Context: an optimization exercise on an open-source flow, tuned for small area and a short achievable clock period. The choices shown serve that exercise and are no tape-out recipe. The RTL was checked by simulation tests, not by an equivalence proof against the original design. No activity file was given, so power comes from the tool's default toggle rates.

--- flow/run.sh ---
#!/bin/bash
# synth_recipe.tcl (not shown) runs the flow's synth.tcl, then flattens the netlist and writes it again
# the make line also repeats each setting of config.mk as NAME=value (left out here)
make -C /OpenROAD-flow-scripts/flow DESIGN_CONFIG=/design/flow/config.mk WORK_HOME=/design/flow/orfs CLKGATE_MAP_FILE= SYNTH_SCRIPT=/design/flow/synth_recipe.tcl finish
--- flow/constraint.sdc ---
create_clock -name core_clock -period 6.0 [get_ports {clk}]
set_input_delay 1.2000 -clock core_clock [delete_from_list [all_inputs] [get_ports {clk}]]
set_output_delay 1.2000 -clock core_clock [all_outputs]
set_load 0.01 [all_outputs]
--- flow/design.v ---
module lz_sub(i_data, z_bar, o_zeros);
    input wire [7:0] i_data;
    output wire z_bar;
    output reg [2:0] o_zeros;
    assign z_bar =|i_data[7:0];
    always@*
        begin
            casex(i_data)
                8'b1xxxxxxx:o_zeros[2:0]=3'b000;
                8'b01xxxxxx:o_zeros[2:0]=3'b001;
                8'b001xxxxx:o_zeros[2:0]=3'b010;
                8'b0001xxxx:o_zeros[2:0]=3'b011;
                8'b00001xxx:o_zeros[2:0]=3'b100;     
                8'b000001xx:o_zeros[2:0]=3'b101;
                8'b0000001x:o_zeros[2:0]=3'b110;
                8'b00000001:o_zeros[2:0]=3'b111;
                8'b00000000:o_zeros[2:0]=3'b000;
            endcase
        end
endmodule
module float_add_lz(sj, lz_final_result);
    input wire [47:0] sj;
    output wire [5:0] lz_final_result;	 
    wire [23:0] lz_result;
    wire zb0, zb1, zb2, zb3, zb4, zb5, zb6, zbl;                    
    wire [2:0] zs0, zs1, zs2, zs3, zs4, zs5,   lz_hi_results;              
    wire lz_msb_result;
    reg [2:0] lz_low_results;
    lz_sub lz_sub0(.i_data(sj[7:0]),  .z_bar(zb0), .o_zeros(zs0));
    lz_sub lz_sub1(.i_data(sj[15:8]), .z_bar(zb1), .o_zeros(zs1));
    lz_sub lz_sub2(.i_data(sj[23:16]),.z_bar(zb2), .o_zeros(zs2));
    lz_sub lz_sub3(.i_data(sj[31:24]),.z_bar(zb3), .o_zeros(zs3));
    lz_sub lz_sub4(.i_data(sj[39:32]),.z_bar(zb4), .o_zeros(zs4));
    lz_sub lz_sub5(.i_data(sj[47:40]),.z_bar(zb5), .o_zeros(zs5));
    lz_sub lz_sub_lower(.i_data({zb5,zb4,zb3,zb2,zb1,zb0,2'b00}),.z_bar(zbl), .o_zeros(lz_hi_results));  
    assign lz_msb_result = ~|{zb0, zb1, zb2, zb3, zb4, zb5};
    assign lz_final_result = (sj == 0) ? 6'b0 :   + {lz_msb_result, lz_hi_results[2:0], lz_low_results[2:0]};  
    always@*
    begin
        case(lz_hi_results[2:0])
            3'b000:lz_low_results[2:0]=zs5;
            3'b001:lz_low_results[2:0]=zs4;
            3'b010:lz_low_results[2:0]=zs3;
            3'b011:lz_low_results[2:0]=zs2;
            3'b100:lz_low_results[2:0]=zs1;
            3'b101:lz_low_results[2:0]=zs0;
            default: lz_low_results = 3'b0;
        endcase
    end
endmodule
module float_add(clk, rst, i_cip, i_vstart,i_vector_length, i_sj, i_sk,i_v0,i_v1,i_v2,i_v3,i_v4,i_v5,i_v6,i_v7, o_busy, o_result, err);
    input wire        clk;
	 input wire        rst;
	 input wire [15:0] i_cip;
	 input wire        i_vstart;
	 input wire [6:0]  i_vector_length;
    input wire [63:0] i_sj;
    input wire [63:0] i_sk;
	 input wire [63:0] i_v0;
	 input wire [63:0] i_v1;
	 input wire [63:0] i_v2;
	 input wire [63:0] i_v3;
	 input wire [63:0] i_v4;
	 input wire [63:0] i_v5;
	 input wire [63:0] i_v6;
	 input wire [63:0] i_v7;
    output reg [63:0] o_result;
	 output wire       o_busy;
    output wire err;
    wire [6:0] instr;
	 wire [2:0] cip_j,cip_k;
	 reg [2:0]  cur_j, cur_k;    
	 reg [6:0]  reservation_time;
	 reg  [63:0] v_k_src;
	 reg  [63:0] v_j_src;
	 wire [63:0] selected_j_src;
	 wire [63:0] selected_k_src;
    reg sj_sign0, sk_sign0;
    reg sj_sign1, sk_sign1;
    reg sj_sign2, sk_sign2;
    reg result_sign3, result_sign4;
    reg [14:0] sj_exp0, sk_exp0;
    reg [14:0] sj_exp1, sk_exp1;
    reg [14:0] result_exp2, result_exp3, result_exp4;
    reg [47:0] sj_coef0, sk_coef0;
    reg [47:0] sj_coef1, sk_coef1;
    reg [47:0] sj_coef2, sk_coef2;
    reg [48:0] pre_norm_result3;
    reg [48:0] pre_norm_result4;
    wire jgtk0, jeqk0;
    reg  c_jgtk2;                   
    reg  c_jeqk2;                   
    reg [14:0] exp_sj_minus_sk0;
    reg [14:0] exp_sk_minus_sj0;
    reg [6:0] instr0, instr1, instr2;
    wire [5:0] lz_result;
    reg [5:0] lz_result4;
    wire shift_j1;
    wire shift_k1;
    wire exp_diff_too_big;       
    wire [47:0] pre_norm_result_carry;
    wire [48:0] norm_coef;
    wire [14:0] norm_exp;
    reg add2;                    
assign err = exp_diff_too_big;
assign instr = i_cip[15:9];
assign cip_j = i_cip[5:3];
assign cip_k = i_cip[2:0];
always@(posedge clk)
   if(i_vstart)
	   begin
		   cur_j <= cip_j;
			cur_k <= cip_k;
		end
always@*
   begin
	   case(cur_j)
		   3'o0:v_j_src = i_v0;
			3'o1:v_j_src = i_v1;
			3'o2:v_j_src = i_v2;
			3'o3:v_j_src = i_v3;
			3'o4:v_j_src = i_v4;
			3'o5:v_j_src = i_v5;
			3'o6:v_j_src = i_v6;
			3'o7:v_j_src = i_v7;
		endcase
	end
always@*
   begin
	   case(cur_k)
		   3'o0:v_k_src = i_v0;
			3'o1:v_k_src = i_v1;
			3'o2:v_k_src = i_v2;
			3'o3:v_k_src = i_v3;
			3'o4:v_k_src = i_v4;
			3'o5:v_k_src = i_v5;
			3'o6:v_k_src = i_v6;
			3'o7:v_k_src = i_v7;
		endcase
	end
assign selected_j_src = (reservation_time==7'b1111111) ? i_sj : v_j_src;
assign selected_k_src = (reservation_time==7'b1111111) ? i_sk : v_k_src;
always@(posedge clk)
   if(rst)
	    reservation_time <= 7'b1111111;
	else if(i_vstart)
	    reservation_time <= i_vector_length;  
	else if(reservation_time!=7'b1111111)	 
	    reservation_time <= reservation_time - 7'b1;
assign o_busy = ~reservation_time [6] | (reservation_time[5:0] == 6'b0);	 
always@(posedge clk)
   o_result <= {result_sign4, (result_exp4[14:0] + ~{8'b0,lz_result4[5:0]} + 15'b1), (pre_norm_result4[47:0] << lz_result4[5:0])};
float_add_lz lz(.sj(pre_norm_result_carry[47:0]), .lz_final_result(lz_result[5:0]));
    assign shift_j1 = (~jgtk0 & ~jeqk0);                 
    assign shift_k1 = jgtk0;                             
    assign exp_diff_too_big = (shift_j1 & (exp_sk_minus_sj0 > 15'b110000)) | (shift_k1 & (exp_sj_minus_sk0 > 15'b110000));       
    assign pre_norm_result_carry[47:0] = pre_norm_result3[48] ? pre_norm_result3[48:1] : pre_norm_result3[47:0];
assign jgtk0 = (sj_exp0 > sk_exp0);               
assign jeqk0 = (sj_exp0 == sk_exp0);              
always@(posedge clk)
   begin
      sj_sign0 <= selected_j_src[63];
      sk_sign0 <= selected_k_src[63];
      sj_exp0[14:0]  <= selected_j_src[62:48];
      sk_exp0[14:0]  <= selected_k_src[62:48];
      sj_coef0[47:0] <= selected_j_src[47:0];
      sk_coef0[47:0] <= selected_k_src[47:0];
      exp_sj_minus_sk0 <= (selected_j_src[62:48] + ~selected_k_src[62:48] + 15'b1);      
      exp_sk_minus_sj0 <= (selected_k_src[62:48] + ~selected_j_src[62:48] + 15'b1);      
      instr0[6:0] <= instr[6:0];
      sj_exp1[14:0] <= shift_j1 ? (sj_exp0[14:0] + exp_sk_minus_sj0[14:0]) : sj_exp0[14:0];      
      sj_coef1[47:0] <= shift_j1 ? (sj_coef0[47:0] >> exp_sk_minus_sj0[5:0]) : sj_coef0[47:0];   
      sk_coef1[47:0] <= shift_k1 ? (sk_coef0[47:0] >> exp_sj_minus_sk0[5:0]) : sk_coef0[47:0];   
      sj_sign1 <= sj_sign0;      
      sk_sign1 <= sk_sign0;
      instr1[6:0] <= instr0[6:0];
      result_exp2 <= sj_exp1[14:0];              
      c_jgtk2 <= (sj_coef1[47:0] > sk_coef1[47:0]);              
      c_jeqk2 <= (sj_coef1[47:0] == sk_coef1[47:0]);
      instr2[6:0] <= instr1[6:0];
      sj_coef2[47:0] <= sj_coef1[47:0];
      sk_coef2[47:0] <= sk_coef1[47:0];
      sj_sign2 <= sj_sign1;     
      sk_sign2 <= sk_sign1;
	  add2 <= (instr1[6:0]==7'b0110010);	 
      result_exp3 <= result_exp2;
      case({add2,(c_jgtk2  ),sj_sign2, sk_sign2})             
         4'b0000: begin	 
                    pre_norm_result3[48:0] <= sk_coef2[47:0] + ~sj_coef2[47:0] + 48'b1;              
                    result_sign3 <= 1'b1;         
                  end
         4'b0001: begin	 
                    pre_norm_result3[48:0] <= sj_coef2[47:0] + sk_coef2[47:0];         
                    result_sign3 <= 1'b0;         
                  end
         4'b0010: begin	 
                    pre_norm_result3[48:0] <= sj_coef2[47:0] + sk_coef2[47:0];       
                    result_sign3 <= 1'b1;
                  end
         4'b0011: begin	 
                    pre_norm_result3[48:0] <= sk_coef2[47:0] + ~sj_coef2[47:0] + 48'b1;       
                    result_sign3 <= 1'b0;
                  end
         4'b0100: begin	 
                    pre_norm_result3[48:0] <= sj_coef2[47:0] + ~sk_coef2[47:0] + 48'b1;     
                    result_sign3 <= 1'b0;
                  end
         4'b0101: begin	 
                    pre_norm_result3[48:0] <= sj_coef2[47:0] + sk_coef2[47:0];
                    result_sign3 <= 1'b0;
                  end
         4'b0110: begin	 
                    pre_norm_result3[48:0] <= sj_coef2[47:0] + sk_coef2[47:0];        
                    result_sign3 <= 1'b1;
                  end
         4'b0111: begin	 
                    pre_norm_result3[48:0] <= sj_coef2[47:0] + ~sk_coef2[47:0] + 48'b1;        
                    result_sign3 <= 1'b1;
                  end
         4'b1000: begin	 
                    pre_norm_result3[48:0] <= sj_coef2[47:0] + sk_coef2[47:0];
                    result_sign3 <= 1'b0;
                  end
         4'b1001: begin	 
                    pre_norm_result3[48:0] <= sk_coef2[47:0] + ~sj_coef2[47:0] + 48'b1;
                    result_sign3 <= 1'b1;
                  end
         4'b1010: begin	 
                    pre_norm_result3[48:0] <= sk_coef2[47:0] + ~sj_coef2[47:0] + 48'b1;
                    result_sign3 <= 1'b0;
                  end
         4'b1011: begin	 
                    pre_norm_result3[48:0] <= sj_coef2[47:0] + sk_coef2[47:0];
                    result_sign3 <= 1'b1;
                  end
         4'b1100: begin	 
                    pre_norm_result3[48:0] <= sj_coef2[47:0] + sk_coef2[47:0];
                    result_sign3 <= 1'b0;
                  end
         4'b1101: begin	 
                    pre_norm_result3[48:0] <= sj_coef2[47:0] + ~sk_coef2[47:0] + 48'b1;
                    result_sign3 <= 1'b0;
                  end
         4'b1110: begin	 
                    pre_norm_result3[48:0] <= sj_coef2[47:0] + ~sk_coef2[47:0] + 48'b1;
                    result_sign3 <= 1'b1;
                  end
         4'b1111: begin	 
                    pre_norm_result3[48:0] <= sj_coef2[47:0] + sk_coef2[47:0];
                    result_sign3 <= 1'b1;
                  end
      endcase      
        pre_norm_result4[47:0] <= pre_norm_result_carry[47:0];
        lz_result4[5:0] <= lz_result;
        result_sign4 <= result_sign3;
        result_exp4[14:0] <= (|pre_norm_result_carry) ? (pre_norm_result3[48] ? (result_exp3[14:0] + 15'b1) : result_exp3[14:0]) : 15'b0;
   end    
endmodule
--- flow/config.mk ---
export PLATFORM = sky130hd
export DESIGN_NAME = float_add
export DESIGN_NICKNAME = float_add
export VERILOG_FILES = /design/flow/design.v
export SDC_FILE = /design/flow/constraint.sdc
export NUM_CORES = 4
export LEC_CHECK = 0
export ABC_CLOCK_PERIOD_IN_PS = 2000
export CAP_MARGIN = 20
export CORE_MARGIN = 2
export CORE_UTILIZATION = 40
export SLEW_MARGIN = 20
==> reports/metrics.yaml <==
sta:
  slew_headroom: 0.126
  fmaxAchievable_ghz: 0.204
  finalSetupTns_ns: 0
  whs_ns: 0.319
  max_slew.worst_pin.slew_ns: 1.30
  fin_skew_ns: 0.0386
  hold_viol: 0
  maxSlewViolCount: 0
  rsz0062_at_grt: "no"
  post-route-period-util: 0.819
  setup_viol: 0
  finalCriticalPeriod_ns: 4.91
route:
  avgViaCountPerCell: 6.11
  antenna_left: 0
  first_pass_iters: 8
  drc: 0
  wl_per_cell_um: 29.8
  num_vias: 46900
  wl_mm: 229
  first_iter_violations: 5881
clocking:
  cts_inserted_buffers: 70
  cts_sinks: 611
  clockBufferDepth: 3
  post-cts-setup-buffers: 0
  cts-resized-gates: 0
  htreeDepth: 3
  cts_root_buf: "clkbuf_16"
  insertion_delay_ns: 0.67
  cts_tree: "built"
  cts_hold_buf: 0
  clk_pin_slew_worst_paths_ns: 0.06
worst_setup_path:
  crit_start: "sj_exp0[8]"
  worstPathArrival_ns: 3.71
  timing.rr.end: "exp_sj_minus_sk0[13]"
  cp-end-kind: "output port"
  ff2ff_path_depth: 16
  crit_fanout: 5
  r2r_start: "cur_k[0]"
  timing.critical_path.required_ns: 4.80
  startpoint_type: "register"
  cp-endpoint: "err"
  critPathKind: "reg -> out"
  regToRegSetupSlack_ns: 1.36
synthesis:
  syn_nets: 6495
  syn-instance-count: 5563
  avgSynthCellArea_sq_um: 7.98
  async_flop_share: 0
  synth_ff_type: "dfxtp_1"
  ys_seq_elements: 611
  synth_edf_count: 6
  yosysWarnings: 3
  yosysSeqAreaShare: 0.277
  syn-cell-area_sq_um: 44400
  yosysUniqueCellTypes: 88
placement:
  numPortBuffers: 728
  hpwl_mm: 187
  gp_congestion: 1.06
  place_inst: 7496
floorplan:
  rows: 122
  start_util: 0.402
  dieArea_sq_um: 114000
  pin_count: 732
  die_w_um: 337
  core_sq_um: 110000
  die_y_um: 337
global_route:
  grt_antenna_before_repair: 84
  grt_max_degree: 95
  grt_overflow: 0
  grt_pass1_vias: 44600
  gr-usage-all-layers: 0.389
  grt_pass1_wl_mm: 320
pwr:
  p_leak_uw: 0.0228
  power_density_nw_per_um2: 601
  max-vdd-ir-drop_mv: 0.300
final_layout:
  mostFrequentLayoutCells: "clkdlybuf4s50_1 (728), nand2_1 (702), dfxtp_1 (598), a21oi_1 (539), nor2_1 (523)"
  finalNetCount: 7013
  seqCellArea_sq_um: 12300
  multiInputGateArea_sq_um: 29400
  final_common_cell: "clkdlybuf4s50_1"
  drive_above_1_share: 0.0816
  area_delta_synth_final_pct: 24.9
  fin_cells: 7684
  n_fill_cell: 10900
outcome:
  outcome: "timing/DRC/antenna clean"
hold_path:
  hold_class: "reg -> reg"
job:
  drv_cap: 0
[cell families after synthesis]
logic type | synth area share
compound gates | 0.241
xor+xnor | 0.0235
fa+ha+maj | 0.0762
buf+inv | 0.0626
flops | 0.277
mux | 0.161
simple gates | 0.159
[how the worst min path moves through the flow]
stage	start	to	slack (ns)	depth (start not counted)
6_report	sj_exp1[7]	result_exp2[7]	0.32	0
5_1_grt	sj_exp1[12]	result_exp2[12]	0.33	0
4_1_cts	sj_exp1[7]	result_exp2[7]	0.30	0
3_5_place_dp	result_exp2[13]	result_exp3[13]	0.31	0
3_3_place_gp	result_exp2[11]	result_exp3[11]	0.31	0
2_1_floorplan	instr0[0]	instr1[0]	0.31	0
[power breakdown]
| part | internal [uW] | switching (uW) |
|---|---|---|
| clock network | 2600 | 1880 |
| registers | 5960 | 1540 |
| logic | 7780 | 13600 |
| total | 16300 | 17000 |
[sequential cells by signal (all words and copies together), names as in the netlist, 14 cells and up]
register,count
o_result,64
pre_norm_result3,49
pre_norm_result4,48
sj_coef0,48
sj_coef1,48
sj_coef2,48
sk_coef0,48
sk_coef1,48
sk_coef2,48
exp_sk_minus_sj0,15
result_exp2,15
result_exp3,15
result_exp4,15
sj_exp0,15
sj_exp1,15
sk_exp0,15
exp_sj_minus_sk0,14
[synth_stat cells, drive strengths merged (63+ instances only)]
master	count	area (sq um)
mux2i	243	2430
a21oi	539	2700
mux4	177	3990
nor3	75	390
a21o	63	473
nor2	528	1980
mux2	64	724
o31ai	65	488
xnor2	82	718
o21ai	468	2350
a211oi	82	631
nand2	705	2650
buf	127	576
ha	259	3240
dfxtp	605	12100
clkbuf	244	917
inv	336	1260
[metrics by stage]
step	instance area (sq um)	total power, uW	worst slack, ns	util
floorplan	44400	20700	1.96	-
global placement	52800	28100	1.04	0.479
detailed placement	52800	28200	0.993	0.479
CTS	55300	32800	0.962	0.501
global route	55400	35200	0.903	0.502
finish	55400	33300	1.09	0.502
[cell type report]
type / count / area share
antenna: 66 / 0.00298
clock buffer: 89 / 0.0351
clock inverter: 32 / 0.00916
inverter: 343 / 0.0232
multi-input combinational: 4238 / 0.530
sequential: 611 / 0.222
tap: 1488 / 0.0336
timing repair buffer: 817 / 0.144
[critical path, cell delays in order, from the launching register on]
cell	delay (ns)
dfxtp_1	0.34
ha_1	0.31
a21o_1	0.18
a21o_1	0.17
a21oi_1	0.18
nor2_1	0.06
a211oi_1	0.40
o21ai_1	0.27
a211oi_1	0.33
buf_4	0.25
clkdlybuf4s50_1	0.56
[per-layer routing]
layer	GRT usage	routed length (um)	vias to the layer above	share of wire
met3	0.0822	20900	586	0.091
li1	-	-	21100	-
met5	0	407	-	0.0018
met4	0.281	18300	22	0.080
met2	0.596	100000	2799	0.44
met1	0.485	88800	22500	0.39

re-timing with driven ports:
In the flow no input, the clock included, has a driving cell. The finished layout below was timed again as built, in two steps.
Step 1 (the two cells are an assumption about what drives the block):
set clk [get_ports {clk}]
set_driving_cell -lib_cell sky130_fd_sc_hd__clkbuf_16 $clk
set_driving_cell -lib_cell sky130_fd_sc_hd__buf_2 [delete_from_list [all_inputs] $clk]
Step 2, shift: input delay + t, output delay - t, t = (earliest + latest rising clock arrival at the registers) / 2. This alone moves slack from input paths to output paths.
Three values: no drivers, after step 1, after step 2; two values: the first two.
shift t [ns]: 0.737
setup WS [ns]: 1.088 / 0.997 / 0.892
worst setup path after step 2: input to register
latest minus earliest clock arrival (ns): 0.044 / 0.044
worst data-port slew with drivers (ns): 0.29
After both steps setup and hold are still met in this run. For this run, drivers alone change the setup slack by -0.091 ns; drivers and shift together by -0.196 ns.
